This is an optimization exercise on Yosys and OpenROAD, whose aim is small area and a short achievable clock period, not a production implementation. Where RTL was checked, it was by simulation tests only, not by an equivalence proof against the original. The RTL of runs 5 and 7 was laid out without a check of its function. Power figures rest on the tool's default switching activity, not on a simulated workload.

`design.v`:
```
module adder_nbits (
    input  [15:0] a,
    input  [15:0] b,
    output [15:0] s
);
    wire [15:0] x;
    wire [15:0] g0n, t0n, g1, t1, g2n, t2n, g3, t3, g4n;
    genvar i;
    generate
        for (i = 0; i < 16; i = i + 1) begin : bits
            aj_pg u_pg (.a(a[i]), .b(b[i]), .gn(g0n[i]), .tn(t0n[i]), .x(x[i]));
            if (i >= 1) begin : l1
                aj_oai_gt u (.gh_n(g0n[i]), .th_n(t0n[i]), .gl_n(g0n[i-1]), .tl_n(t0n[i-1]),
                             .g(g1[i]), .t(t1[i]));
            end else begin : l1p
                aj_inv u (.a(g0n[i]), .y(g1[i]));
                assign t1[i] = 1'b0;
            end
            if (i >= 3) begin : l2
                aj_aoi_gt u (.gh(g1[i]), .th(t1[i]), .gl(g1[i-2]), .tl(t1[i-2]),
                             .g_n(g2n[i]), .t_n(t2n[i]));
            end else if (i >= 2) begin : l2g
                aj_aoi_g u (.gh(g1[i]), .th(t1[i]), .gl(g1[i-2]), .g_n(g2n[i]));
                assign t2n[i] = 1'b1;
            end else begin : l2p
                aj_inv u (.a(g1[i]), .y(g2n[i]));
                assign t2n[i] = 1'b1;
            end
            if (i >= 7) begin : l3
                aj_oai_gt u (.gh_n(g2n[i]), .th_n(t2n[i]), .gl_n(g2n[i-4]), .tl_n(t2n[i-4]),
                             .g(g3[i]), .t(t3[i]));
            end else if (i >= 4) begin : l3g
                aj_oai_g u (.gh_n(g2n[i]), .th_n(t2n[i]), .gl_n(g2n[i-4]), .g(g3[i]));
                assign t3[i] = 1'b0;
            end else begin : l3p
                aj_inv u (.a(g2n[i]), .y(g3[i]));
                assign t3[i] = 1'b0;
            end
            if (i >= 8 && i < 15) begin : l4g
                aj_aoi_g u (.gh(g3[i]), .th(t3[i]), .gl(g3[i-8]), .g_n(g4n[i]));
            end else if (i < 8) begin : l4p
                aj_inv u (.a(g3[i]), .y(g4n[i]));
            end else begin : l4x
                assign g4n[i] = 1'b1;
            end
            if (i == 0) begin : s0
                assign s[i] = x[i];
            end else begin : sn
                aj_xnor u (.a(x[i]), .b(g4n[i-1]), .y(s[i]));
            end
        end
    endgenerate
endmodule
module aj_pg (input a, input b, output gn, output tn, output x);
    assign gn = ~(a & b);
    assign tn = ~(a | b);
    assign x  = a ^ b;
endmodule
module aj_oai_gt (input gh_n, input th_n, input gl_n, input tl_n, output g, output t);
    assign g = ~(gh_n & (th_n | gl_n));
    assign t = ~(th_n | tl_n);
endmodule
module aj_oai_g (input gh_n, input th_n, input gl_n, output g);
    assign g = ~(gh_n & (th_n | gl_n));
endmodule
module aj_aoi_gt (input gh, input th, input gl, input tl, output g_n, output t_n);
    assign g_n = ~(gh | (th & gl));
    assign t_n = ~(th & tl);
endmodule
module aj_aoi_g (input gh, input th, input gl, output g_n);
    assign g_n = ~(gh | (th & gl));
endmodule
module aj_inv (input a, output y);
    assign y = ~a;
endmodule
module aj_xnor (input a, input b, output y);
    assign y = ~(a ^ b);
endmodule
module aj_ao4 (
    input  [3:0] s,
    input  [3:0] d,
    output       y
);
    assign y = |(s & d);
endmodule
module aj_ao8 (
    input  [7:0] s,
    input  [7:0] d,
    output       y
);
    assign y = |(s & d);
endmodule
module aj_or2 (input a, input b, output y);
    assign y = a | b;
endmodule
module aj_ao16 (
    input  [15:0] s,
    input  [15:0] d,
    output        y
);
    wire lo, hi;
    aj_ao8 u_lo (.s(s[7:0]),  .d(d[7:0]),  .y(lo));
    aj_ao8 u_hi (.s(s[15:8]), .d(d[15:8]), .y(hi));
    aj_or2 u_y  (.a(lo), .b(hi), .y(y));
endmodule
module aj_aoi22 (input a0, input b0, input a1, input b1, output y);
    assign y = ~((a0 & b0) | (a1 & b1));
endmodule
module aj_aoi221 (input a0, input b0, input a1, input b1, input c, output y);
    assign y = ~((a0 & b0) | (a1 & b1) | c);
endmodule
module aj_nand2 (input a, input b, output y);
    assign y = ~(a & b);
endmodule
module aj_and2 (input a, input b, output y);
    assign y = a & b;
endmodule
module aj_nor2 (input a, input b, output y);
    assign y = ~(a | b);
endmodule
module aj_inv1 (input a, output y);
    assign y = ~a;
endmodule
module aj_ob5 (
    input  [3:0] s,
    input  [3:0] d,
    input        np,
    input        bi,
    output       y
);
    wire x0, x1, x2;
    aj_aoi22 u_x0 (.a0(s[0]), .b0(d[0]), .a1(s[1]), .b1(d[1]), .y(x0));
    aj_aoi22 u_x1 (.a0(s[2]), .b0(d[2]), .a1(s[3]), .b1(d[3]), .y(x1));
    aj_nand2 u_x2 (.a(np), .b(bi), .y(x2));
    aj_nand3 u_y  (.a(x0), .b(x1), .c(x2), .y(y));
endmodule
module aj_srcdec (
    input        prog,
    input  [1:0] src,
    output [3:0] s,
    output       np
);
    assign s  = {4{prog}} & {src == 2'd3, src == 2'd2, src == 2'd1, src == 2'd0};
    assign np = ~prog;
endmodule
module aj_pcctl (
    input  rst,
    input  advance,
    input  prog,
    input  jump,
    input  ir_jump,
    output j,
    output q,
    output h
);
    wire cj = prog ? jump : ir_jump;
    assign j = ~rst & advance & cj;
    assign q = ~rst & advance & ~cj;
    assign h = ~rst & ~advance;
endmodule
module aj_nand3 (input a, input b, input c, output y);
    assign y = ~(a & b & c);
endmodule
module aj_nand4 (input a, input b, input c, input d, output y);
    assign y = ~(a & b & c & d);
endmodule
module aj_ohn (
    input  j, a,
    input  q, b,
    input  h, c,
    output y
);
    wire x0, x1, x2;
    aj_nand2 u0 (.a(j), .b(a), .y(x0));
    aj_nand2 u1 (.a(q), .b(b), .y(x1));
    aj_nand2 u2 (.a(h), .b(c), .y(x2));
    aj_nand3 u3 (.a(x0), .b(x1), .c(x2), .y(y));
endmodule
module aj_ohn0 (
    input  j, a,
    input  q, b,
    input  h, c,
    input  z,
    output y
);
    wire x0, x1, x2, zn;
    aj_nand2 u0 (.a(j), .b(a), .y(x0));
    aj_nand2 u1 (.a(q), .b(b), .y(x1));
    aj_nand2 u2 (.a(h), .b(c), .y(x2));
    aj_nand2 u3 (.a(z), .b(z), .y(zn));
    aj_nand4 u4 (.a(x0), .b(x1), .c(x2), .d(zn), .y(y));
endmodule
module add_jump_cpu (
    input               clk,
    input               rst,
    input        [15:0] value,
    input        [1:0]  dest,
    input        [1:0]  src,
    input               add,
    input               jump,
    input               prog,
    input               advance,
    output   [3:0]  pc,
    output   [15:0] o_b,
    output   [15:0] o_r0,
    output   [15:0] o_r1,
    output   [15:0] o_r2,
    output   [15:0] o_r3,
    output   [31:0] w2_dbg,
    output          asm_store_clk_dbg
);
    reg  [3:0]  pc_r;
    reg  [15:0] r0, r1, r2, r3;
    reg  [20:0] mem [0:15];
    reg  [20:0] ir;
    wire        store = prog & (add | jump);
    wire [20:0] asm_inst = {jump, src, dest, value};
    assign w2_dbg = {5'b0, {3{jump}}, 2'b0, src, 2'b0, dest, value};
    assign asm_store_clk_dbg = store;
    wire [20:0] cur = prog ? asm_inst : ir;
    wire        c_jump = cur[20];
    wire [1:0]  c_rd   = cur[17:16];
    wire [15:0] c_imm  = cur[15:0];
    wire [3:0]  irsel = {ir[19:18] == 2'd3, ir[19:18] == 2'd2,
                         ir[19:18] == 2'd1, ir[19:18] == 2'd0};
    wire [15:0] b_ir;
    wire [15:0] b;
    wire [3:0]  ssel_lo, ssel_hi;
    wire        np_lo, np_hi;
    aj_srcdec u_sdec_lo (.prog(prog), .src(src), .s(ssel_lo), .np(np_lo));
    aj_srcdec u_sdec_hi (.prog(prog), .src(src), .s(ssel_hi), .np(np_hi));
    genvar j;
    generate
        for (j = 0; j < 16; j = j + 1) begin : rd_b
            aj_ao4 u_ir (.s(irsel), .d({r3[j], r2[j], r1[j], r0[j]}), .y(b_ir[j]));
            aj_ob5 u_b  (.s(j < 8 ? ssel_lo : ssel_hi), .d({r3[j], r2[j], r1[j], r0[j]}),
                         .np(j < 8 ? np_lo : np_hi), .bi(b_ir[j]), .y(b[j]));
        end
    endgenerate
    wire [15:0] result;
    adder_nbits u_add (
        .a (b),
        .b (c_imm & {16{~c_jump}}),
        .s (result)
    );
    always @(posedge clk) begin
        if (rst) begin
            r0 <= 16'h0; r1 <= 16'h0; r2 <= 16'h0; r3 <= 16'h0;
        end else if (advance) begin
            case (c_rd)
                2'd0: r0 <= result;
                2'd1: r1 <= result;
                2'd2: r2 <= result;
                default: r3 <= result;
            endcase
        end
    end
    wire [3:0] pc_next = rst     ? 4'h0 :
                         advance ? (c_jump ? c_imm[3:0] : pc_r + 4'h1) :
                                   pc_r;
    always @(posedge clk)
        pc_r <= pc_next;
    wire [15:0] oh_pc  = 16'h1 << pc_r;
    wire [15:0] oh_pc1 = {oh_pc[14:0], oh_pc[15]};
    wire [15:0] oh_jmp = 16'h1 << c_imm[3:0];
    wire [3:0]  nx_j, nx_q, nx_h;
    wire [15:0] oh_next;
    genvar c;
    generate
        for (c = 0; c < 4; c = c + 1) begin : nctl
            aj_pcctl u (.rst(rst), .advance(advance), .prog(prog), .jump(jump),
                        .ir_jump(ir[20]), .j(nx_j[c]), .q(nx_q[c]), .h(nx_h[c]));
        end
    endgenerate
    aj_ohn0 u_nxt0 (.j(nx_j[0]), .a(oh_jmp[0]), .q(nx_q[0]), .b(oh_pc1[0]),
                    .h(nx_h[0]), .c(oh_pc[0]), .z(rst), .y(oh_next[0]));
    genvar n;
    generate
        for (n = 1; n < 16; n = n + 1) begin : nxt
            aj_ohn u (.j(nx_j[n/4]), .a(oh_jmp[n]), .q(nx_q[n/4]), .b(oh_pc1[n]),
                      .h(nx_h[n/4]), .c(oh_pc[n]), .y(oh_next[n]));
        end
    endgenerate
    genvar w;
    generate
        for (w = 0; w < 16; w = w + 1) begin : word
            always @(posedge clk)
                if (store && oh_pc[w])
                    mem[w] <= asm_inst;
        end
    endgenerate
    wire        hit = store && (pc_next == pc_r);
    wire [20:0] mem_next;
    genvar k;
    generate
        for (k = 0; k < 21; k = k + 1) begin : rd_ir
            aj_ao16 u (.s(oh_next),
                       .d({mem[15][k], mem[14][k], mem[13][k], mem[12][k],
                           mem[11][k], mem[10][k], mem[9][k],  mem[8][k],
                           mem[7][k],  mem[6][k],  mem[5][k],  mem[4][k],
                           mem[3][k],  mem[2][k],  mem[1][k],  mem[0][k]}),
                       .y(mem_next[k]));
        end
    endgenerate
    always @(posedge clk)
        ir <= hit ? asm_inst : mem_next;
    assign pc   = pc_r;
    assign o_b  = b;
    assign o_r0 = r0;
    assign o_r1 = r1;
    assign o_r2 = r2;
    assign o_r3 = r3;
endmodule
```
`flow/run.sh`:
```
#!/bin/bash
# Standard ORFS layout with three changes: ports are buffered with a plain
# buf_2 instead of the delay cell buffer_ports picks; adders are left as plain
# gates for ABC (no half/full adder cell extraction), so ABC can build a fast
# carry tree; and the clock tree uses clkbuf_8 leaves over larger clusters,
# without dummy loads.
set -euo pipefail
bash standard.sh finish \
    "BUFFER_PORTS_ARGS=-buffer_cell sky130_fd_sc_hd__buf_2" \
    ADDER_MAP_FILE= MATCH_CELL_FOOTPRINT=0 \
    "CTS_ARGS=-sink_clustering_enable -repair_clock_nets -dont_use_dummy_load -buf_list sky130_fd_sc_hd__clkbuf_8 -sink_clustering_size 16 -sink_clustering_max_diameter 60" \
    > standard_flow.log 2>&1
```
`standard.sh`:
```
#!/bin/bash
# synth_recipe.tcl (not shown) runs the flow's synth.tcl, then flattens the netlist and writes it again
# the make line also repeats each setting of config.mk as NAME=value (left out here)
make -C /OpenROAD-flow-scripts/flow DESIGN_CONFIG=/design/flow/config.mk WORK_HOME=/design/flow/orfs CLKGATE_MAP_FILE= SYNTH_SCRIPT=/design/flow/synth_recipe.tcl "${@:-finish}"
```
`config.mk`:
```
export PLATFORM = sky130hd
export DESIGN_NAME = add_jump_cpu
export DESIGN_NICKNAME = add_jump_cpu
export VERILOG_FILES = /design/flow/design.v
export SDC_FILE = /design/flow/constraint.sdc
export NUM_CORES = 4
export LEC_CHECK = 0
export CAP_MARGIN = 20
export CORE_MARGIN = 2
export CORE_UTILIZATION = 60
export SETUP_SLACK_MARGIN = 2.3
export SLEW_MARGIN = 20
export SYNTH_HIERARCHICAL = 1
```
`constraint.sdc`:
```
create_clock -name core_clock -period 5.5 [get_ports {clk}]
set_input_delay 1.1000 -clock core_clock [delete_from_list [all_inputs] [get_ports {clk}]]
set_output_delay 1.1000 -clock core_clock [all_outputs]
set_load 0.01 [all_outputs]
```
==> flow_metrics.tcl, run 1 <==
set metrics [dict create \
    worstMarginPinSlew_ps 760 \
    clkSlewWorstSetupHoldPaths_ps 90 \
    pwr_density_cell_nw_per_um2 311 \
    worstSetupPathType "in -> out" \
    core_area_um2 30300 \
    clk-insertion-delay-late_ps 570 \
    drt-total-wl_mm 51.0 \
    fmax_mhz 306 \
    hold_path_class "reg -> reg" \
    h-tree-depth 2 \
    p_comb_share_pct 19.4 \
    synth_warnings 8 \
    diodes 0 \
    place_congestion 0.949 \
    io_buffers 133 \
    die_h_um 179 \
    netlist_instances 1391 \
    finalSetupViolations 0 \
    drt_iter0_drc 1323 \
    clk_root_buffer_cell "clkbuf_8" \
    cts_tree "done" \
    fillCellCount 2207 \
    grtUsageTotal_pct 31.6 \
    layout.nets 1601 \
    cts_buffer_depth 3 \
    cp.required_ps 4400 \
    holdBufCountCts 0 \
    cap_violations 0 \
    route.detailed.drc 0 \
    r2r_slack_ps 2540 \
    period_minus_slack_ps 3270 \
    critical_path.startpoint "prog" \
    regToRegEndpoint "ir[3]$_DFF_P_" \
    critPathCaptureType "primary output" \
    switching_share_pct 28.1 \
    run_status "finished clean" \
    grt_pass1_vias 12065 \
    seq_power_share_pct 57.2 \
    holdWs_ps 571 \
    rsz0062_at_grt "true" \
    crit_fanout 8 \
    dieWidth_um 179 \
    vias_per_cell 6.41 \
    grt_pass1_wl_mm 74.2 \
    drive_gt1_share_pct 27.3 \
    antenna_found_initial 1 \
    start_kind "primary input" \
    crit_end "o_b[7]" \
    wl_per_cell_um 25.9 \
    die-area_um2 32000 \
    r2r-start "pc_r[1]$_DFF_P_" \
    rows 64 \
    grt_max_degree 75 \
    tns_ps 0 \
    initial_core_util_pct 60.5 \
    clkSinkCount 425 \
    r2r_cells 8 \
    arrival_ps 2170 \
    grt-ovfl-total 0 \
    area_delta_synth_final_pct 13.3 \
    power.switching_uw 1820 \
    cts_buffers 35 \
    fin_worst_skew_ps 73.7 \
    relSlewSlack_pct 49.3 \
    p_leak_uw 0.00785 \
    final_hold_viol_count 0 \
    dp_hpwl_mm 30.1 \
    dr.pass1.iters 5 \
    synth_area_um2 18400 \
    vdd_drop_max_v 0.000231 \
    synth.avg_cell_area_um2 13.2 \
    fin_crit_sh_pct 59.5 \
    power_frac_clock_pct 23.4 \
    final_max_slew_viol_count 0 \
    vias 12630 \
    ant_nets 0 \
    p_int_uw 4660 \
    ioPinCount 143 \
]
-- metrics by stage --
stage / utilization (%) / power [uW] / cell area [um^2] / setup WS (ps) / std cells
2_1_floorplan: - / 4520 / 18500 / 2120 / 1399
5_1_grt: 68.5 / 6700 / 20800 / 2210 / 1969
4_1_cts: 67.9 / 6440 / 20600 / 2230 / 1959
3_5_place_dp: 64.4 / 4910 / 19500 / 954 / 1898
3_3_place_gp: 64.4 / 4890 / 19500 / 1010 / 1898
6_report: 68.5 / 6480 / 20800 / 2230 / 1969
-- layout make-up --
cell class / instances / area (um^2) / area share, %
Sequential cell: 425 / 11900 / 57.1
Multi-Input combinational cell: 896 / 6470 / 31.1
Timing Repair Buffer: 197 / 1410 / 6.76
Tap cell: 396 / 495 / 2.38
Clock buffer: 35 / 482 / 2.32
Inverter: 20 / 75.1 / 0.361
-- routing by layer --
metal	vias to the layer above	part of all wire [%]	global-route usage, %
met3	86	9.2	6.32
met4	2	2.6	8.88
met5	-	0.022	0
met1	6279	41	43.7
li1	5632	-	-
met2	631	48	51.4
-- critical path, cell delays in order --
cell     delay (ps)
buf_16          120
buf_12          130
buf_16          130
and3_4          240
a22oi_2         170
nand3_2         130
buf_6           150
-- flip-flops by register name (all words and copies together) (netlist names) --
name	flops
mem	336
r3	16
r1	16
r2	16
r0	16
pc_r	4
ir	21
-- how the worst min path moves through the flow --
stage,slack [ps],from,end,depth (start not counted)
floorplan,570,r1[10]$_SDFFE_PP0P_,r1[10]$_SDFFE_PP0P_,2
global placement,550,r2[2]$_SDFFE_PP0P_,r2[2]$_SDFFE_PP0P_,2
detailed placement,550,r2[11]$_SDFFE_PP0P_,r2[11]$_SDFFE_PP0P_,2
CTS,570,r2[11]$_SDFFE_PP0P_,r2[11]$_SDFFE_PP0P_,2
global route,600,r2[11]$_SDFFE_PP0P_,r2[11]$_SDFFE_PP0P_,2
finish,570,r3[10]$_SDFFE_PP0P_,r3[10]$_SDFFE_PP0P_,2
-- cell usage in the layout (no fill, tap or decap), drive strengths merged, types with 4 or more instances in the layout --
cell type / n
a21oi: 26
a22oi: 234
and3: 4
and3b: 9
buf: 194
clkbuf: 38
conb: 9
dfxtp: 89
edfxtp: 336
inv: 20
mux2: 26
mux2i: 85
nand2: 129
nand2b: 5
nand3: 36
nand4: 43
nor2: 165
nor3: 8
nor3b: 8
o21ai: 38
or2: 25
xnor2: 15
xor2: 16
-- timing repair --
| action | in CTS | in global routing |
|---|---|---|
| setup endpoints to repair | 98 | 72 |
| buffers inserted | 24 | 8 |
| resized for setup | 74 | 20 |
| gates cloned | 2 | 2 |
| endpoints found under the hold margin | 0 | 0 |
| pin swaps | 29 | 27 |
-- power by group through the flow --
stage               registers (uW)  logic [uW]  clock network (uW)
global route                  3720        1340                1630
global placement              3770        1130                   0
CTS                           3700        1200                1540
finish                        3710        1260                1510
floorplan                     3750         773                   0
detailed placement            3770        1140                   0
==> inputs of run 2 (changes only) <==
--- a/design.v
+++ b/design.v
@@ -192,2 +192,5 @@
 endmodule
+module aj_ao22 (input a0, input b0, input a1, input b1, output y);
+    assign y = (a0 & b0) | (a1 & b1);
+endmodule
 module add_jump_cpu (
@@ -239,2 +242,11 @@
     endgenerate
+    wire        imm_v  = prog & ~jump;
+    wire        imm_i  = ~prog & ~ir[20];
+    wire [15:0] add_imm;
+    genvar m;
+    generate
+        for (m = 0; m < 16; m = m + 1) begin : aimm
+            aj_ao22 u (.a0(imm_v), .b0(value[m]), .a1(imm_i), .b1(ir[m]), .y(add_imm[m]));
+        end
+    endgenerate
     wire [15:0] result;
@@ -242,3 +254,3 @@
         .a (b),
-        .b (c_imm & {16{~c_jump}}),
+        .b (add_imm),
         .s (result)
==> run 2 against run 1 <==
Global-route usage shrank 0.37 points. Sequential share of layout area grew 0.68 points. Via count shrank 0.52%. First-iteration DRC count grew 7.9%. Critical endpoint is now o_b[15]. Largest cell class unchanged. Highest routed layer is now met4.
==> flow_metrics.tcl, run 2 <==
set metrics [dict create \
    vias_per_cell 6.47 \
    r2r_cells 8 \
    pre_cts_slack_ps 1070 \
    crit_fanout 26 \
    vdd_drop_max_v 0.000225 \
    cts_buffers 35 \
    fillCellCount 2141 \
    netlist_instances 1370 \
    hold_depth 2 \
    grt_pass1_vias 11950 \
    cp.required_ps 4400 \
    final_hold_viol_count 0 \
    cts_tree "done" \
    layout_commonest_cell "edfxtp_1" \
    area_delta_synth_final_pct 12.9 \
    hold_path_class "reg -> reg" \
    io_buffers 133 \
    diodes 0 \
    tns_ps 0 \
    slowest_delay_ps 290 \
    reg_top3 "mem: 336 flops, ir: 21 flops" \
    holdBufCountCts 0 \
    route.detailed.drc 0 \
    wl_per_cell_um 25.8 \
    ant_nets 0 \
    regToRegEndpoint "ir[4]$_DFF_P_" \
    start_kind "primary input" \
    synth_warnings 8 \
    initial_core_util_pct 61.1 \
    drive_gt1_share_pct 26.0 \
    worstSetupPathType "in -> out" \
    drt-total-wl_mm 50.0 \
    synth_area_um2 18200 \
    run_status "finished clean" \
    rsz0062_at_grt "false" \
    place_congestion 0.867 \
    dr.pass1.iters 5 \
    utilization_pct 69.0 \
    h-tree-depth 2 \
    ioPinCount 143 \
    grt_max_degree 71 \
    r2r-start "pc_r[0]$_DFF_P_" \
    p_leak_uw 0.00778 \
    largest_reg_flops 336 \
    cap_violations 0 \
    min_from "r3[12]$_SDFFE_PP0P_" \
    grt_pass1_wl_mm 73.2 \
    cts_buffer_depth 3 \
    whs_endpoint "r3[12]$_SDFFE_PP0P_" \
    r2r_slack_ps 2550 \
    mostFrequentLayoutCells "edfxtp_1 (336), a22oi_1 (200), nor2_1 (136)" \
    core_area_um2 29800 \
    crit_buf_inv 2 \
    fin_ws_ps 2290 \
    path_delay_family "simple AND/OR/NAND/NOR gates" \
    path_cells "buf_12, and3b_4, a22oi_2, nand3_2, buf_2" \
    clkSinkCount 425 \
    clk_root_buffer_cell "clkbuf_8" \
    fin_worst_skew_ps 86.3 \
    dieWidth_um 178 \
    dp_hpwl_mm 30.6 \
    clkSlewWorstSetupHoldPaths_ps 60 \
    synth.avg_cell_area_um2 13.3 \
    clk-insertion-delay-late_ps 560 \
    final_max_slew_viol_count 0 \
    rows 63 \
    grtUsageTotal_pct 31.3 \
    grt-ovfl-total 0 \
    antenna_found_initial 0 \
    pwr_density_cell_nw_per_um2 312 \
    finalSetupViolations 0 \
    drt_iter0_drc 1428 \
    vias 12564 \
    period_minus_slack_ps 3210 \
    die_h_um 178 \
    relSlewSlack_pct 23.4 \
    power_uw 6420 \
    layout.nets 1580 \
    arrival_ps 2110 \
    critPathCaptureType "primary output" \
    top_register "mem" \
    die-area_um2 31700 \
    worst_path_max_delay_cell "and3b_4" \
    fin_crit_sh_pct 58.4 \
    fmax_mhz 311 \
    worstMarginPinSlew_ps 1150 \
]
## run 2: cell type report
cell class / instances / area [um^2] / area share (%)
Timing Repair Buffer: 195 / 1300 / 6.32
Multi-Input combinational cell: 878 / 6340 / 30.9
Clock buffer: 35 / 482 / 2.34
Inverter: 19 / 71.3 / 0.347
Sequential cell: 425 / 11900 / 57.8
Tap cell: 390 / 488 / 2.37
## run 2: how the worst max path moves through the flow
stage / cells after the start / start / to / slack (ps)
after floorplan: 3 / prog / mem[11][0]$_DFFE_PP_ / 2120
after global placement: 12 / prog / r2[6]$_SDFFE_PP0P_ / 1140
after detailed placement: 12 / prog / r3[6]$_SDFFE_PP0P_ / 1070
after CTS: 5 / src[1] / o_b[13] / 2250
after global routing: 9 / jump / ir[1]$_DFF_P_ / 2290
final: 5 / src[0] / o_b[15] / 2290
## run 2: power breakdown
| group | internal, uW | switching, uW |
|---|---|---|
| clock network | 573 | 938 |
| registers | 3600 | 118 |
| logic | 468 | 722 |
## run 2: worst register-to-register path: cells and delay by family (launching register included)
kind	cells	cell delay [ps]
compound gates	1	320
simple gates	6	1800
flops	1	520
mux	1	260
## run 2: repair_timing
item / in CTS / in global routing
endpoints found under the setup margin: 155 / 83
buffers inserted: 17 / 13
hold endpoints to repair: 0 / 0
pin swaps: 10 / 11
gates resized for setup: 51 / 22
cloned: 0 / 2
## run 2: layer usage
layer	global-route usage, %	vias to the layer above	share of wire (%)
li1	-	5593	-
met1	45.0	6262	42
met2	49.7	601	46
met3	4.07	108	8.0
met4	10.5	0	3.2
met5	0	-	0
## run 2: per-stage QoR
stage / cells / area, um^2 / hold slack (ps)
6_report: 1942 / 20600 / 568
5_1_grt: 1942 / 20600 / 594
4_1_cts: 1927 / 20300 / 571
3_5_place_dp: 1875 / 19400 / 552
3_3_place_gp: 1875 / 19400 / 545
2_1_floorplan: 1378 / 18300 / 571
==> inputs of run 3 (changes only) <==
--- a/design.v
+++ b/design.v
@@ -95,2 +95,5 @@
 endmodule
+module aj_byp (input l, input h, input hit, input a, output y);
+    assign y = hit ? a : (l | h);
+endmodule
 module aj_ao16 (
@@ -98,2 +101,4 @@
     input  [15:0] d,
+    input         hit,
+    input         a,
     output        y
@@ -103,3 +108,3 @@
     aj_ao8 u_hi (.s(s[15:8]), .d(d[15:8]), .y(hi));
-    aj_or2 u_y  (.a(lo), .b(hi), .y(y));
+    aj_byp u_y  (.l(lo), .h(hi), .hit(hit), .a(a), .y(y));
 endmodule
@@ -286,4 +291,7 @@
     endgenerate
+    wire [15:0] oh_next2;
     aj_ohn0 u_nxt0 (.j(nx_j[0]), .a(oh_jmp[0]), .q(nx_q[0]), .b(oh_pc1[0]),
                     .h(nx_h[0]), .c(oh_pc[0]), .z(rst), .y(oh_next[0]));
+    aj_ohn0 u_nxt0b (.j(nx_j[0]), .a(oh_jmp[0]), .q(nx_q[0]), .b(oh_pc1[0]),
+                     .h(nx_h[0]), .c(oh_pc[0]), .z(rst), .y(oh_next2[0]));
     genvar n;
@@ -293,2 +301,4 @@
                       .h(nx_h[n/4]), .c(oh_pc[n]), .y(oh_next[n]));
+            aj_ohn u2 (.j(nx_j[n/4]), .a(oh_jmp[n]), .q(nx_q[n/4]), .b(oh_pc1[n]),
+                       .h(nx_h[n/4]), .c(oh_pc[n]), .y(oh_next2[n]));
         end
@@ -308,3 +318,3 @@
         for (k = 0; k < 21; k = k + 1) begin : rd_ir
-            aj_ao16 u (.s(oh_next),
+            aj_ao16 u (.s(k < 11 ? oh_next : oh_next2), .hit(hit), .a(asm_inst[k]),
                        .d({mem[15][k], mem[14][k], mem[13][k], mem[12][k],
@@ -317,3 +327,3 @@
     always @(posedge clk)
-        ir <= hit ? asm_inst : mem_next;
+        ir <= mem_next;
     assign pc   = pc_r;
--- a/config.mk
+++ b/config.mk
@@ -10,3 +10,3 @@
 export CORE_UTILIZATION = 60
-export SETUP_SLACK_MARGIN = 2.3
+export SETUP_SLACK_MARGIN = 2.5
 export SLEW_MARGIN = 20
==> run 3 against run 2 <==
Largest cell class unchanged. Die area up 0.67%. Still clean on timing, DRC and antenna. Count of clock-buffer cells in the layout up 1. Clock power about the same.
==> flow_metrics.tcl, run 3 <==
set metrics [dict create \
    ioPinCount 143 \
    grt_pass1_wl_mm 71.8 \
    route.detailed.drc 0 \
    antenna_found_initial 0 \
    dieWidth_um 179 \
    drive_gt1_share_pct 24.3 \
    clk-insertion-delay-late_ps 570 \
    crit_fanout 7 \
    vias_per_cell 6.41 \
    io_buffers 133 \
    stdcell_area_um2 20900 \
    cts_buffer_depth 3 \
    place_congestion 0.973 \
    rows 63 \
    netlist_instances 1459 \
    mostFrequentLayoutCells "edfxtp_1 (336), a22oi_1 (201), nand2_1 (195)" \
    critPathCaptureType "primary output" \
    die_h_um 179 \
    synth_area_um2 18300 \
    period_minus_slack_ps 3120 \
    dr.pass1.iters 6 \
    cp.required_ps 4400 \
    wl_per_cell_um 23.7 \
    clkSlewWorstSetupHoldPaths_ps 70 \
    holdBufCountCts 0 \
    layout.nets 1672 \
    drt_iter0_drc 1444 \
    cts_tree "done" \
    grtUsageTotal_pct 29.9 \
    grt_pass1_vias 12197 \
    fin_cells 2034 \
    finalSetupViolations 0 \
    final_hold_viol_count 0 \
    relSlewSlack_pct 24.1 \
    p_leak_uw 0.00789 \
    fmax_mhz 320 \
    seqCellArea_um2 11900 \
    multi_input_area_um2 6480 \
    grt_max_degree 75 \
    dp_cells 1955 \
    worstSetupPathType "in -> out" \
    core_area_um2 29900 \
    reg_top3 "mem: 336 flops, ir: 21 flops" \
    clk_root_buffer_cell "clkbuf_8" \
    path_cells "buf_16, nor3b_4, buf_4, a22oi_2, nand3_2, buf_6" \
    arrival_ps 2020 \
    fillCellCount 2113 \
    clkSinkCount 425 \
    hold_path_class "reg -> reg" \
    drt-total-wl_mm 48.2 \
    h-tree-depth 2 \
    cts_buffers 36 \
    area_delta_synth_final_pct 13.9 \
    run_status "finished clean" \
    layout_commonest_cell "edfxtp_1" \
    diodes 0 \
    tns_ps 0 \
    final_max_slew_viol_count 0 \
    worst_path_max_delay_cell "a22oi_2" \
    fin_worst_skew_ps 52.6 \
    largest_reg_flops 336 \
    cap_violations 0 \
    worstMarginPinSlew_ps 1140 \
    synth.avg_cell_area_um2 12.6 \
    start_kind "primary input" \
    vdd_drop_max_v 0.000265 \
    initial_core_util_pct 61.4 \
    placed_cell_area_um2 19400 \
    synth_warnings 8 \
    slowest_delay_ps 240 \
    vias 13034 \
    ant_nets 0 \
    pwr_density_cell_nw_per_um2 302 \
    fin_crit_sh_pct 56.8 \
    die-area_um2 32000 \
    rsz0062_at_grt "true" \
    top_register "mem" \
    dp_hpwl_mm 30.9 \
    grt-ovfl-total 0 \
]
## run 3: per-stage QoR
stage | total power, uW | utilization [%] | hold slack, ps | worst slack, ps
after floorplan | 4360 | - | 571 | 2190
after global routing | 6520 | 69.9 | 590 | 2370
final | 6310 | 69.9 | 573 | 2380
after CTS | 6270 | 68.9 | 568 | 2400
after global placement | 4700 | 64.8 | 546 | 1290
after detailed placement | 4720 | 64.8 | 554 | 1210
## run 3: worst paths after layout
check	cells past startpoint	slack, ps	end	start
max	6	2380	o_b[6]	prog
min	2	570	r2[12]$_SDFFE_PP0P_	r2[12]$_SDFFE_PP0P_
max reg2reg	14	2660	r0[15]$_SDFFE_PP0P_	ir[18]$_DFF_P_
min reg2reg	2	570	r2[12]$_SDFFE_PP0P_	r2[12]$_SDFFE_PP0P_
## run 3: repair_timing
item,4_1_cts,5_1_grt
gates cloned,7,2
gates resized for setup,70,43
endpoints found under the setup margin,140,79
pin swaps,40,27
buffers inserted,29,4
## run 3: where the power goes
part	internal (uW)	switching [uW]
Combinational	378	724
Sequential	3580	94.8
Clock	589	936
Total	4550	1750
## run 3: final cells by class
type / instances / share of cell area (%)
clock buffers: 36 / 2.37
inverters: 26 / 0.467
multi-input cells: 964 / 31.1
flip-flops and latches: 425 / 56.8
well taps: 390 / 2.34
repair buffers: 193 / 6.93
## run 3: layer usage
layer,up-vias,part of all wire [%],GRT usage (%)
met4,0,2.7,8.57
met5,-,0,0
met3,93,8.0,3.33
li1,5899,-,-
met2,633,48,48.7
met1,6409,42,43.0
## run 3: worst max-delay path: cells and delay by family
family	cells	cell delay [ps]
and+or+nand+nor	2	280
buffers and inverters	3	400
AOI/OAI and AO/OA	1	240
==> inputs of run 4 (changes only) <==
--- a/config.mk
+++ b/config.mk
@@ -10,3 +10,3 @@
 export CORE_UTILIZATION = 60
-export SETUP_SLACK_MARGIN = 2.5
+export SETUP_SLACK_MARGIN = 2.3
 export SLEW_MARGIN = 20
==> run 4 against run 3 <==
Routed wire length is 0.21% lower. Utilization down 1.4 points. Final cell count down 0.79%. Sequential share of layout area up 1.2 points. Design area shrank 2.1%. Critical endpoint is now o_b[4]. Largest cell class unchanged. Largest power group unchanged. Highest routed layer unchanged.
==> flow_metrics.tcl, run 4 <==
set metrics [dict create \
    crit_buf_inv 2 \
    reg_top3 "mem: 336 flops, ir: 21 flops" \
    r2r_cells 8 \
    synth_warnings 8 \
    period_minus_slack_ps 3160 \
    drt-total-wl_mm 48.1 \
    io_buffers 133 \
    drt_iter0_drc 1211 \
    area_delta_synth_final_pct 11.6 \
    vias_per_cell 6.39 \
    p_comb_share_pct 16.8 \
    relSlewSlack_pct 46.6 \
    path_cells "buf_16, and3b_2, a22oi_2, nand3_2, buf_6" \
    clkSlewWorstSetupHoldPaths_ps 60 \
    hold_path_class "reg -> reg" \
    rows 63 \
    netlist_instances 1459 \
    vias 12899 \
    dp_cells 1958 \
    grt_max_degree 70 \
    layout.nets 1655 \
    worstMarginPinSlew_ps 800 \
    dp_hpwl_mm 30.9 \
    fin_ws_ps 2340 \
    dr.pass1.iters 5 \
    fin_cells 2018 \
    r2r-start "pc_r[0]$_DFF_P_" \
    placed_cell_area_um2 19400 \
    grtUsageTotal_pct 29.9 \
    holdBufCountCts 0 \
    crit_fanout 13 \
    place_congestion 0.930 \
    synth_area_um2 18300 \
    grt-ovfl-total 0 \
    pre_cts_slack_ps 924 \
    cap_violations 0 \
    clkSinkCount 425 \
    h-tree-depth 2 \
    layout_commonest_cell "edfxtp_1" \
    worst_path_max_delay_cell "and3b_2" \
    p_int_uw 4500 \
    critPathCaptureType "primary output" \
    rsz0062_at_grt "false" \
    grt_pass1_wl_mm 71.2 \
    finalSetupViolations 0 \
    power.switching_uw 1730 \
    die_h_um 179 \
    tns_ps 0 \
    synth.avg_cell_area_um2 12.6 \
    final_max_slew_viol_count 0 \
    drive_gt1_share_pct 22.4 \
    power_frac_clock_pct 24.1 \
    ant_nets 0 \
    worstSetupPathType "in -> out" \
    path_delay_family "simple AND/OR/NAND/NOR gates" \
    cp.required_ps 4400 \
    final_hold_viol_count 0 \
    dieWidth_um 179 \
    min_from "r3[11]$_SDFFE_PP0P_" \
    p_leak_uw 0.00764 \
    arrival_ps 2060 \
    switching_share_pct 27.8 \
    fin_worst_skew_ps 58.6 \
    start_kind "primary input" \
    clk-insertion-delay-late_ps 570 \
    cts_buffer_depth 3 \
    initial_core_util_pct 61.4 \
    fmax_mhz 316 \
    hold_depth 2 \
    grt_pass1_vias 12189 \
    cts_buffers 35 \
    route.detailed.drc 0 \
    wl_per_cell_um 23.8 \
    pwr_density_cell_nw_per_um2 305 \
    antenna_found_initial 1 \
    seq_power_share_pct 59.0 \
    vdd_drop_max_v 0.000261 \
    stdcell_area_um2 20500 \
    mostFrequentLayoutCells "edfxtp_1 (336), a22oi_1 (202), nand2_1 (192)" \
    whs_endpoint "r3[11]$_SDFFE_PP0P_" \
    ioPinCount 143 \
    r2r_slack_ps 2510 \
    clk_root_buffer_cell "clkbuf_8" \
    fin_crit_sh_pct 57.5 \
    cts_tree "done" \
    largest_reg_flops 336 \
    fillCellCount 2231 \
    slowest_delay_ps 300 \
    holdWs_ps 566 \
    die-area_um2 32000 \
    core_area_um2 29900 \
    regToRegEndpoint "ir[1]$_DFF_P_" \
    run_status "finished clean" \
    top_register "mem" \
]
run 4: cell count changes in the layout (fill, tap and decap cells not counted), sizes merged:
cell,before,now
a21oi,27,25
clkbuf,42,39
diode,0,1
buf,187,175
run 4: metrics by stage:
stage	utilization (%)	power, uW
after global routing	68.5	6470
final	68.5	6230
after global placement	64.9	4710
after detailed placement	64.9	4720
after floorplan	-	4350
after CTS	67.4	6200
run 4: area by class of cell:
class | instances | area [um^2] | share of cell area (%)
sequential | 425 | 11900 | 58.0
tap | 390 | 488 | 2.39
inverter | 26 | 97.6 | 0.477
clock buffer | 35 | 482 | 2.36
antenna | 1 | 2.50 | 0.0122
timing repair buffer | 179 | 1180 | 5.76
multi-input combinational | 962 | 6340 | 31.0
run 4: power by group through the flow:
stage	Sequential, uW	Clock (uW)	Combinational (uW)
after CTS	3680	1540	991
after global placement	3750	0	957
after global routing	3690	1640	1130
after floorplan	3730	0	624
final	3680	1510	1050
after detailed placement	3750	0	967
run 4: timing repair:
| action | 4_1_cts | 5_1_grt |
|---|---|---|
| setup buffers | 10 | 9 |
| endpoints found under the setup margin | 109 | 79 |
| pin swaps | 8 | 9 |
| gates cloned | 0 | 4 |
| gates resized for setup | 43 | 27 |
run 4: worst max path at each step:
stage                           end  startpoint  cells after the start
6_report                     o_b[4]      src[1]                      5
2_1_floorplan  mem[11][0]$_DFFE_PP_        prog                      3
4_1_cts         r2[14]$_SDFFE_PP0P_        jump                     12
5_1_grt         r3[14]$_SDFFE_PP0P_        jump                     12
3_5_place_dp    r1[13]$_SDFFE_PP0P_        prog                     12
3_3_place_gp    r3[13]$_SDFFE_PP0P_        prog                     12
run 4: metal layers:
metal | GRT usage [%] | up-vias | wire length (um)
li1 | - | 5856 | -
met1 | 40.5 | 6318 | 19400
met2 | 49.3 | 625 | 23300
met3 | 4.92 | 100 | 4120
met4 | 10.1 | 0 | 1310
met5 | 0 | - | 0
run 4: worst min-delay path, stage by stage, from the launching register on:
cell,delay [ps]
dfxtp_1,340
mux2i_1,140
nor2_1,50
==> inputs of run 5 (changes only) <==
--- a/design.v
+++ b/design.v
@@ -262,13 +262,10 @@
     );
+    wire [15:0] wdata = result & {16{~rst}};
+    wire [3:0]  r_en  = {4{rst}} |
+                        ({4{advance}} & {c_rd == 2'd3, c_rd == 2'd2, c_rd == 2'd1, c_rd == 2'd0});
     always @(posedge clk) begin
-        if (rst) begin
-            r0 <= 16'h0; r1 <= 16'h0; r2 <= 16'h0; r3 <= 16'h0;
-        end else if (advance) begin
-            case (c_rd)
-                2'd0: r0 <= result;
-                2'd1: r1 <= result;
-                2'd2: r2 <= result;
-                default: r3 <= result;
-            endcase
-        end
+        if (r_en[0]) r0 <= wdata;
+        if (r_en[1]) r1 <= wdata;
+        if (r_en[2]) r2 <= wdata;
+        if (r_en[3]) r3 <= wdata;
     end
==> run 5 against run 4 <==
First-iteration DRC count is 18% higher. Still clean on timing, DRC and antenna. Fmax fell by 3.6%. Largest cell class unchanged. Final cell count shrank 5.4%. Critical path depth rose by 2. Total power increased by 24%. Hold slack better by 61 ps. Routed wire length down 2.2%. Design area down 0.59%.
==> flow_metrics.tcl, run 5 <==
set metrics [dict create \
    top_register "mem" \
    layout_commonest_cell "edfxtp_1" \
    die-area_um2 31500 \
    period_minus_slack_ps 3280 \
    drt_iter0_drc 1431 \
    grt_pass1_vias 11587 \
    crit_end "o_b[15]" \
    fin_crit_sh_pct 59.6 \
    rsz0062_at_grt "true" \
    run_status "finished clean" \
    crit_fanout 8 \
    holdBufCountCts 0 \
    route.detailed.drc 0 \
    ant_nets 0 \
    netlist_instances 1330 \
    core_area_um2 29600 \
    regToRegEndpoint "ir[15]$_DFF_P_" \
    path_delay_family "buffers and inverters" \
    mostFrequentLayoutCells "edfxtp_1 (400), nand2_1 (202), a22oi_1 (200)" \
    placed_cell_area_um2 19300 \
    vias_per_cell 6.41 \
    worstSetupPathType "in -> out" \
    crit_buf_inv 4 \
    r2r-start "pc_r[2]$_DFF_P_" \
    start_kind "primary input" \
    dp_hpwl_mm 31.4 \
    pwr_density_cell_nw_per_um2 379 \
    utilization_pct 68.6 \
    wl_per_cell_um 24.6 \
    grtUsageTotal_pct 30.0 \
    p_leak_uw 0.00705 \
    die_h_um 178 \
    tns_ps 0 \
    vdd_drop_max_v 0.000311 \
    cts_buffer_depth 3 \
    synth.avg_cell_area_um2 13.6 \
    clk_root_buffer_cell "clkbuf_8" \
    critical_path.startpoint "prog" \
    r2r_cells 8 \
    reg_top3 "mem: 336 flops, ir: 21 flops" \
    drt-total-wl_mm 47.1 \
    relSlewSlack_pct 44.6 \
    antenna_found_initial 1 \
    diodes 0 \
    critPathCaptureType "primary output" \
    slowest_delay_ps 300 \
    holdWs_ps 627 \
    cp.required_ps 4400 \
    grt_max_degree 41 \
    clk-insertion-delay-late_ps 560 \
    cap_violations 0 \
    arrival_ps 2180 \
    finalSetupViolations 0 \
    grt_pass1_wl_mm 69.8 \
    area_delta_synth_final_pct 12.5 \
    synth_area_um2 18100 \
    h-tree-depth 2 \
    cp.depth 7 \
    ioPinCount 143 \
    vias 12246 \
    grt-ovfl-total 0 \
    power_uw 7710 \
    rows 63 \
    dieWidth_um 178 \
    final_hold_viol_count 0 \
    fillCellCount 2091 \
    final_max_slew_viol_count 0 \
    layout.nets 1547 \
    stdcell_area_um2 20300 \
    clkSlewWorstSetupHoldPaths_ps 90 \
    clkSinkCount 425 \
    cts_buffers 34 \
    drive_gt1_share_pct 24.1 \
    r2r_slack_ps 2500 \
    cts_tree "done" \
    initial_core_util_pct 61.0 \
    fin_worst_skew_ps 48.6 \
    synth_warnings 8 \
    place_congestion 0.970 \
    worstMarginPinSlew_ps 830 \
    worst_path_max_delay_cell "and3b_2" \
    path_cells "buf_12, buf_12, and3b_2, buf_6, a22oi_2, nand3_2, buf_6" \
    io_buffers 133 \
    largest_reg_flops 336 \
    fmax_mhz 305 \
    dr.pass1.iters 5 \
    hold_path_class "reg -> reg" \
]
## run 5: how the worst min path moves through the flow
stage                                      from             end  slack, ps  cells past startpoint
after floorplan             mem[6][0]$_DFFE_PP_   ir[0]$_DFF_P_        570                      4
after global placement      mem[4][0]$_DFFE_PP_   ir[0]$_DFF_P_        610                      4
after detailed placement    mem[4][0]$_DFFE_PP_   ir[0]$_DFF_P_        620                      4
after CTS                  mem[14][0]$_DFFE_PP_   ir[0]$_DFF_P_        630                      4
after global routing      mem[14][13]$_DFFE_PP_  ir[13]$_DFF_P_        710                      4
final                      mem[14][0]$_DFFE_PP_   ir[0]$_DFF_P_        630                      4
## run 5: tightest hold or removal path, cell delays in order, from the launching register on
cell and delay, ps:
edfxtp_1 330, a22oi_1 70, nand4_1 100, nor2_1 50, o21ai_1 90
## run 5: metrics by stage
stage                     setup slack (ps)  cells
after floorplan                       1850   1338
after global placement                1400   1845
after detailed placement              1460   1845
after CTS                             2240   1898
after global routing                  2180   1909
final                                 2220   1909
## run 5: area by class of cell
| type | count | area, um^2 | area share [%] |
|---|---|---|---|
| clock buffer | 34 | 468 | 2.30 |
| inverter | 21 | 78.8 | 0.388 |
| multi-input combinational | 849 | 5530 | 27.2 |
| timing repair buffer | 190 | 1260 | 6.18 |
| sequential | 425 | 12500 | 61.5 |
| tap | 390 | 488 | 2.40 |
## run 5: timing repair
item,4_1_cts,5_1_grt
pin swaps,21,20
setup buffers,18,11
gates cloned,1,0
resized for setup,54,24
setup endpoints to repair,132,98
## run 5: routing by layer
| layer | up-vias | GRT usage (%) | share of wire, % |
|---|---|---|---|
| met2 | 595 | 47.4 | 47 |
| met1 | 6063 | 44.1 | 42 |
| li1 | 5511 | - | - |
| met4 | 2 | 7.38 | 2.1 |
| met5 | - | 0 | 0.028 |
| met3 | 75 | 4.84 | 9.2 |
## run 5: power by group
group | switching, uW | internal [uW]
clock network | 915 | 557
logic | 1280 | 803
registers | 251 | 3910
total | 2440 | 5270
==> inputs of run 6 (changes only) <==
--- a/design.v
+++ b/design.v
@@ -262,10 +262,13 @@
     );
-    wire [15:0] wdata = result & {16{~rst}};
-    wire [3:0]  r_en  = {4{rst}} |
-                        ({4{advance}} & {c_rd == 2'd3, c_rd == 2'd2, c_rd == 2'd1, c_rd == 2'd0});
     always @(posedge clk) begin
-        if (r_en[0]) r0 <= wdata;
-        if (r_en[1]) r1 <= wdata;
-        if (r_en[2]) r2 <= wdata;
-        if (r_en[3]) r3 <= wdata;
+        if (rst) begin
+            r0 <= 16'h0; r1 <= 16'h0; r2 <= 16'h0; r3 <= 16'h0;
+        end else if (advance) begin
+            case (c_rd)
+                2'd0: r0 <= result;
+                2'd1: r1 <= result;
+                2'd2: r2 <= result;
+                default: r3 <= result;
+            endcase
+        end
     end
==> flow/run.sh (replaced) <==
#!/bin/bash
# Standard ORFS layout with three changes: ports are buffered with a plain
# buf_2 instead of the delay cell buffer_ports picks; adders are left as plain
# gates for ABC (no half/full adder cell extraction), so ABC can build a fast
# carry tree; and the clock tree uses clkbuf_16 leaves over larger clusters,
# without dummy loads.
set -euo pipefail
bash standard.sh finish \
    "BUFFER_PORTS_ARGS=-buffer_cell sky130_fd_sc_hd__buf_2" \
    ADDER_MAP_FILE= MATCH_CELL_FOOTPRINT=0 \
    "CTS_ARGS=-sink_clustering_enable -repair_clock_nets -dont_use_dummy_load -buf_list sky130_fd_sc_hd__clkbuf_16 -sink_clustering_size 28 -sink_clustering_max_diameter 80" \
    > standard_flow.log 2>&1
==> run 6 against run 5 <==
Synthesized cell count increased by 9.7%. Total power shrank 17%. Critical endpoint is now o_b[4]. Area after synthesis is 1.4% higher. Utilization grew 0.20 points. Combinational power is about 50% lower. First-iteration DRC count fell by 13%. Non-clock buffer count shrank 8. Largest power group unchanged. Fmax grew 3.7%. Register-to-register slack improved by 20 ps. Count of clock-buffer cells in the layout is 12 lower.
==> flow_metrics.tcl, run 6 <==
set metrics [dict create \
    clkSlewWorstSetupHoldPaths_ps 60 \
    arrival_ps 2060 \
    initial_core_util_pct 61.4 \
    wl_per_cell_um 24.0 \
    start_kind "primary input" \
    clk-insertion-delay-late_ps 570 \
    dieWidth_um 179 \
    cts_buffers 22 \
    cts_tree "done" \
    tns_ps 0 \
    rows 63 \
    critPathCaptureType "primary output" \
    relSlewSlack_pct 45.2 \
    layout.nets 1645 \
    ioPinCount 143 \
    worstSetupPathType "in -> out" \
    grt_pass1_vias 12062 \
    stdcell_area_um2 20600 \
    io_buffers 133 \
    reg_top3 "mem: 336 flops, ir: 21 flops" \
    place_congestion 0.930 \
    area_delta_synth_final_pct 12.2 \
    pre_cts_slack_ps 924 \
    cp.required_ps 4400 \
    ant_nets 0 \
    run_status "finished clean" \
    grtUsageTotal_pct 29.7 \
    drt-total-wl_mm 48.2 \
    rsz0062_at_grt "true" \
    worstMarginPinSlew_ps 822 \
    crit_fanout 9 \
    min_from "r2[5]$_SDFFE_PP0P_" \
    cap_violations 0 \
    regToRegEndpoint "ir[1]$_DFF_P_" \
    route.detailed.drc 0 \
    placed_cell_area_um2 19400 \
    fmax_mhz 316 \
    final_max_slew_viol_count 0 \
    multi_input_area_um2 6340 \
    grt-ovfl-total 0 \
    dr.pass1.iters 6 \
    drive_gt1_share_pct 21.8 \
    drt_iter0_drc 1251 \
    largest_reg_flops 336 \
    finalSetupViolations 0 \
    seqCellArea_um2 11900 \
    fin_worst_skew_ps 44.1 \
    hold_path_class "reg -> reg" \
    hold_depth 2 \
    holdBufCountCts 0 \
    synth_area_um2 18300 \
    antenna_found_initial 1 \
    whs_endpoint "r2[5]$_SDFFE_PP0P_" \
    holdWs_ps 568 \
    grt_pass1_wl_mm 71.1 \
    netlist_instances 1459 \
    die_h_um 179 \
    period_minus_slack_ps 3160 \
    clk_root_buffer_cell "clkbuf_16" \
    synth.avg_cell_area_um2 12.6 \
    fin_crit_sh_pct 57.5 \
    mostFrequentLayoutCells "edfxtp_1 (336), a22oi_1 (202), nand2_1 (193)" \
    fin_ws_ps 2340 \
    p_leak_uw 0.00768 \
    vias_per_cell 6.45 \
    layout_commonest_cell "edfxtp_1" \
    core_area_um2 29900 \
    vdd_drop_max_v 0.000303 \
    fillCellCount 2213 \
    h-tree-depth 1 \
    clkSinkCount 425 \
    synth_warnings 8 \
    vias 12942 \
    cts_buffer_depth 3 \
    final_hold_viol_count 0 \
    grt_max_degree 70 \
    pwr_density_cell_nw_per_um2 311 \
    r2r_slack_ps 2520 \
    r2r_cells 8 \
    die-area_um2 32000 \
    top_register "mem" \
    r2r-start "pc_r[0]$_DFF_P_" \
    dp_hpwl_mm 30.9 \
]
[run 6: area by class of cell]
class | count | area share (%)
multi-input combinational | 962 | 30.8
tap | 390 | 2.37
clock buffer | 22 | 2.68
antenna | 1 | 0.0122
timing repair buffer | 182 | 5.87
inverter | 26 | 0.475
sequential | 425 | 57.8
[run 6: worst max path at each step]
stage                 from              endpoint  slack, ps  cells past startpoint
floorplan             prog  mem[11][0]$_DFFE_PP_       2190                      3
global placement      prog   r3[13]$_SDFFE_PP0P_       1050                     12
detailed placement    prog   r1[13]$_SDFFE_PP0P_        920                     12
CTS                   jump   r1[13]$_SDFFE_PP0P_       2210                     12
global route          jump    r0[6]$_SDFFE_PP0P_       2260                     12
finish              src[0]                o_b[4]       2340                      5
[run 6: critical path: stages]
cell	delay [ps]
buf_16	120
and3b_2	310
a22oi_2	210
nand3_2	160
buf_6	160
[run 6: through the flow]
stage               std cells  utilization, %  total power [uW]
finish                   2008            68.8              6390
global route             2008            68.8              6610
CTS                      1990            67.6              6350
detailed placement       1958            64.9              4720
global placement         1958            64.9              4710
floorplan                1467               -              4350
[run 6: timing repair]
action                                  4_1_cts  5_1_grt
setup buffers                                10       11
endpoints found under the setup margin      109       80
gates resized for setup                      43       26
gates cloned                                  0        4
pin swaps                                     9        5
[run 6: where the power goes]
part | internal (uW) | switching (uW)
clock | 714 | 946
combinational | 351 | 704
sequential | 3580 | 95.7
[run 6: metal layers]
| metal | vias up | GRT usage, % | share of wire, % |
|---|---|---|---|
| met4 | 0 | 9.55 | 3.2 |
| met3 | 99 | 3.73 | 7.7 |
| met1 | 6422 | 40.7 | 41 |
| li1 | 5845 | - | - |
| met5 | - | 0 | 0 |
| met2 | 576 | 49.9 | 49 |
==> inputs of run 7 (changes only) <==
--- a/design.v
+++ b/design.v
@@ -235,6 +235,10 @@
     wire [15:0] b;
-    wire [3:0]  ssel_lo, ssel_hi;
-    wire        np_lo, np_hi;
-    aj_srcdec u_sdec_lo (.prog(prog), .src(src), .s(ssel_lo), .np(np_lo));
-    aj_srcdec u_sdec_hi (.prog(prog), .src(src), .s(ssel_hi), .np(np_hi));
+    wire [3:0]  ssel [0:3];
+    wire [3:0]  np;
+    genvar q;
+    generate
+        for (q = 0; q < 4; q = q + 1) begin : sdec
+            aj_srcdec u (.prog(prog), .src(src), .s(ssel[q]), .np(np[q]));
+        end
+    endgenerate
     genvar j;
@@ -243,4 +247,4 @@
             aj_ao4 u_ir (.s(irsel), .d({r3[j], r2[j], r1[j], r0[j]}), .y(b_ir[j]));
-            aj_ob5 u_b  (.s(j < 8 ? ssel_lo : ssel_hi), .d({r3[j], r2[j], r1[j], r0[j]}),
-                         .np(j < 8 ? np_lo : np_hi), .bi(b_ir[j]), .y(b[j]));
+            aj_ob5 u_b  (.s(ssel[j/4]), .d({r3[j], r2[j], r1[j], r0[j]}),
+                         .np(np[j/4]), .bi(b_ir[j]), .y(b[j]));
         end
==> flow/run.sh (replaced) <==
#!/bin/bash
# Standard ORFS layout with three changes: ports are buffered with a plain
# buf_2 instead of the delay cell buffer_ports picks; adders are left as plain
# gates for ABC (no half/full adder cell extraction), so ABC can build a fast
# carry tree; and the clock tree uses clkbuf_8 leaves over larger clusters,
# without dummy loads.
set -euo pipefail
bash standard.sh finish \
    "BUFFER_PORTS_ARGS=-buffer_cell sky130_fd_sc_hd__buf_2" \
    ADDER_MAP_FILE= MATCH_CELL_FOOTPRINT=0 \
    "CTS_ARGS=-sink_clustering_enable -repair_clock_nets -dont_use_dummy_load -buf_list sky130_fd_sc_hd__clkbuf_8 -sink_clustering_size 16 -sink_clustering_max_diameter 60" \
    > standard_flow.log 2>&1
==> run 7 against run 6 <==
Routed wire length is 1.7% lower. Critical path depth is 1 higher. Sequential share of layout area is 0.098 points lower. Critical path type unchanged. Largest power group unchanged.
==> flow_metrics.tcl, run 7 <==
set metrics [dict create \
    worstSetupPathType "in -> out" \
    h-tree-depth 2 \
    hold_path_class "reg -> reg" \
    dp_hpwl_mm 31.5 \
    worstMarginPinSlew_ps 1140 \
    cts_buffers 35 \
    die-area_um2 32100 \
    dieWidth_um 179 \
    initial_core_util_pct 60.5 \
    drt-total-wl_mm 47.3 \
    pwr_density_cell_nw_per_um2 303 \
    tns_ps 0 \
    antenna_found_initial 0 \
    reg_top3 "mem: 336 flops, ir: 21 flops" \
    switching_share_pct 27.8 \
    seqCellArea_um2 11900 \
    fin_crit_sh_pct 58.1 \
    cts_buffer_depth 3 \
    crit_fanout 47 \
    drt_iter0_drc 1055 \
    path_delay_family "buffers and inverters" \
    synth.avg_cell_area_um2 12.5 \
    grt_max_degree 75 \
    netlist_instances 1469 \
    grt_pass1_wl_mm 70.0 \
    layout.nets 1681 \
    final_hold_viol_count 0 \
    dr.pass1.iters 5 \
    grtUsageTotal_pct 29.2 \
    grt-ovfl-total 0 \
    p_leak_uw 0.00774 \
    period_minus_slack_ps 3200 \
    place_congestion 0.937 \
    mostFrequentLayoutCells "edfxtp_1 (336), a22oi_1 (202), nand2_1 (195)" \
    relSlewSlack_pct 23.7 \
    core_area_um2 30400 \
    slowest_delay_ps 190 \
    top_register "mem" \
    holdWs_ps 569 \
    multi_input_area_um2 6350 \
    utilization_pct 67.7 \
    die_h_um 179 \
    seq_power_share_pct 59.0 \
    final_max_slew_viol_count 0 \
    p_int_uw 4510 \
    power_uw 6240 \
    io_buffers 133 \
    fmax_mhz 313 \
    route.detailed.drc 0 \
    vdd_drop_max_v 0.000308 \
    arrival_ps 2100 \
    diodes 0 \
    crit_buf_inv 3 \
    critPathCaptureType "primary output" \
    vias_per_cell 6.31 \
    path_cells "buf_16, nor3b_4, buf_4, a22oi_2, nand3_2, buf_6" \
    cts_tree "done" \
    fin_worst_skew_ps 38.5 \
    holdBufCountCts 0 \
    fin_ws_ps 2300 \
    rsz0062_at_grt "false" \
    clkSlewWorstSetupHoldPaths_ps 70 \
    cp.required_ps 4400 \
    area_delta_synth_final_pct 11.8 \
    power.switching_uw 1730 \
    synth_area_um2 18400 \
    rows 64 \
    drive_gt1_share_pct 22.5 \
    layout_commonest_cell "edfxtp_1" \
    cap_violations 0 \
    clk_root_buffer_cell "clkbuf_8" \
    finalSetupViolations 0 \
    p_comb_share_pct 16.9 \
    run_status "finished clean" \
    power_frac_clock_pct 24.2 \
    ant_nets 0 \
    grt_pass1_vias 11824 \
    clkSinkCount 425 \
    pre_cts_slack_ps 1100 \
    vias 12930 \
    fillCellCount 2279 \
    ioPinCount 143 \
    largest_reg_flops 336 \
    wl_per_cell_um 23.1 \
    start_kind "primary input" \
    synth_warnings 9 \
    worst_path_max_delay_cell "a22oi_2" \
    clk-insertion-delay-late_ps 550 \
]
## run 7: changes by cell type in the layout (fill, tap and decap cells not counted), moves of 3 or more
cell / delta
xnor2_2: -8
and3_2: +3
xnor2_1: +8
buf_4: +15
clkbuf_8: +35
clkbuf_16: -24
and3b_2: +3
## run 7: worst min-delay path, delay by kind of cell (launching register included)
family | cells | cell delay (ps)
flip-flops | 1 | 340
multiplexers | 1 | 140
AND/OR/NAND/NOR | 1 | 50
## run 7: metal layers
layer | global-route usage [%] | vias to the layer above | wire length, um
met4 | 6.85 | 0 | 955
met3 | 4.11 | 74 | 3450
met5 | 0 | - | 0
li1 | - | 5927 | -
met1 | 41.7 | 6433 | 19900
met2 | 47.7 | 496 | 23000
## run 7: per-stage QoR
step / cells / cell area (um^2)
after global placement: 1974 / 19500
after detailed placement: 1974 / 19500
final: 2049 / 20600
after CTS: 2021 / 20200
after global routing: 2049 / 20600
after floorplan: 1477 / 18400
## run 7: power by group through the flow
stage                     clock, uW  sequential (uW)  combinational, uW
final                          1510             3680               1050
after floorplan                   0             3730                626
after detailed placement          0             3760                971
after global placement            0             3750                957
after global routing           1650             3700               1130
after CTS                      1540             3680               1000
## run 7: path summary, 6_finish.rpt
path	cells past startpoint	end	from	slack [ps]
min reg2reg	2	r2[10]$_SDFFE_PP0P_	r2[10]$_SDFFE_PP0P_	570
max reg2reg	15	r2[15]$_SDFFE_PP0P_	ir[18]$_DFF_P_	2650
max	6	o_b[1]	prog	2300
min	2	r2[10]$_SDFFE_PP0P_	r2[10]$_SDFFE_PP0P_	570
## run 7: timing repair
action | in CTS | in global routing
setup endpoints to repair | 120 | 57
gates resized for setup | 47 | 15
cloned | 1 | 1
pin swaps | 6 | 20
buffers inserted | 11 | 25
## run 7: final cells by class
cell class / instances / area share [%]
Inverter: 28 / 0.510
Clock buffer: 35 / 2.34
Timing Repair Buffer: 195 / 6.25
Multi-Input combinational cell: 970 / 30.8
Sequential cell: 425 / 57.7
Tap cell: 396 / 2.41

port drivers added, routing unchanged:
The flow's constraints put no driver on any port. The routed layouts listed below were extracted and timed again, unchanged, in two steps.
Step 1 sets driving cells, clkbuf_16 on the clock port and buf_2 on the other inputs (assumed; they add their load-dependent delay and slew).
Step 2 times the ports against the registers' clock, not the clock port: input delays grow and output delays shrink by t, the midpoint of the rising clock arrivals with the driver on.
Three values: ideal, step 1, step 2; two values: the first two.
run	t (ns)	setup WS [ns]	pins driven straight from the clock port
run 1	0.585	2.228 / 2.160 / 1.651	1
run 2	0.564	2.288 / 2.221 / 1.738	1
run 3	0.593	2.376 / 2.174 / 1.824	1
run 4	0.595	2.338 / 2.112 / 1.680	1
run 5	0.584	2.221 / 2.172 / 1.805	1
run 6	0.595	2.338 / 2.129 / 1.742	1
run 7	0.581	2.304 / 2.128 / 1.739	1
After both steps setup and hold are still met in every run listed. The setup slack of run 4, which loses most, moves by -0.226 ns with the drivers and by -0.658 ns with both steps.
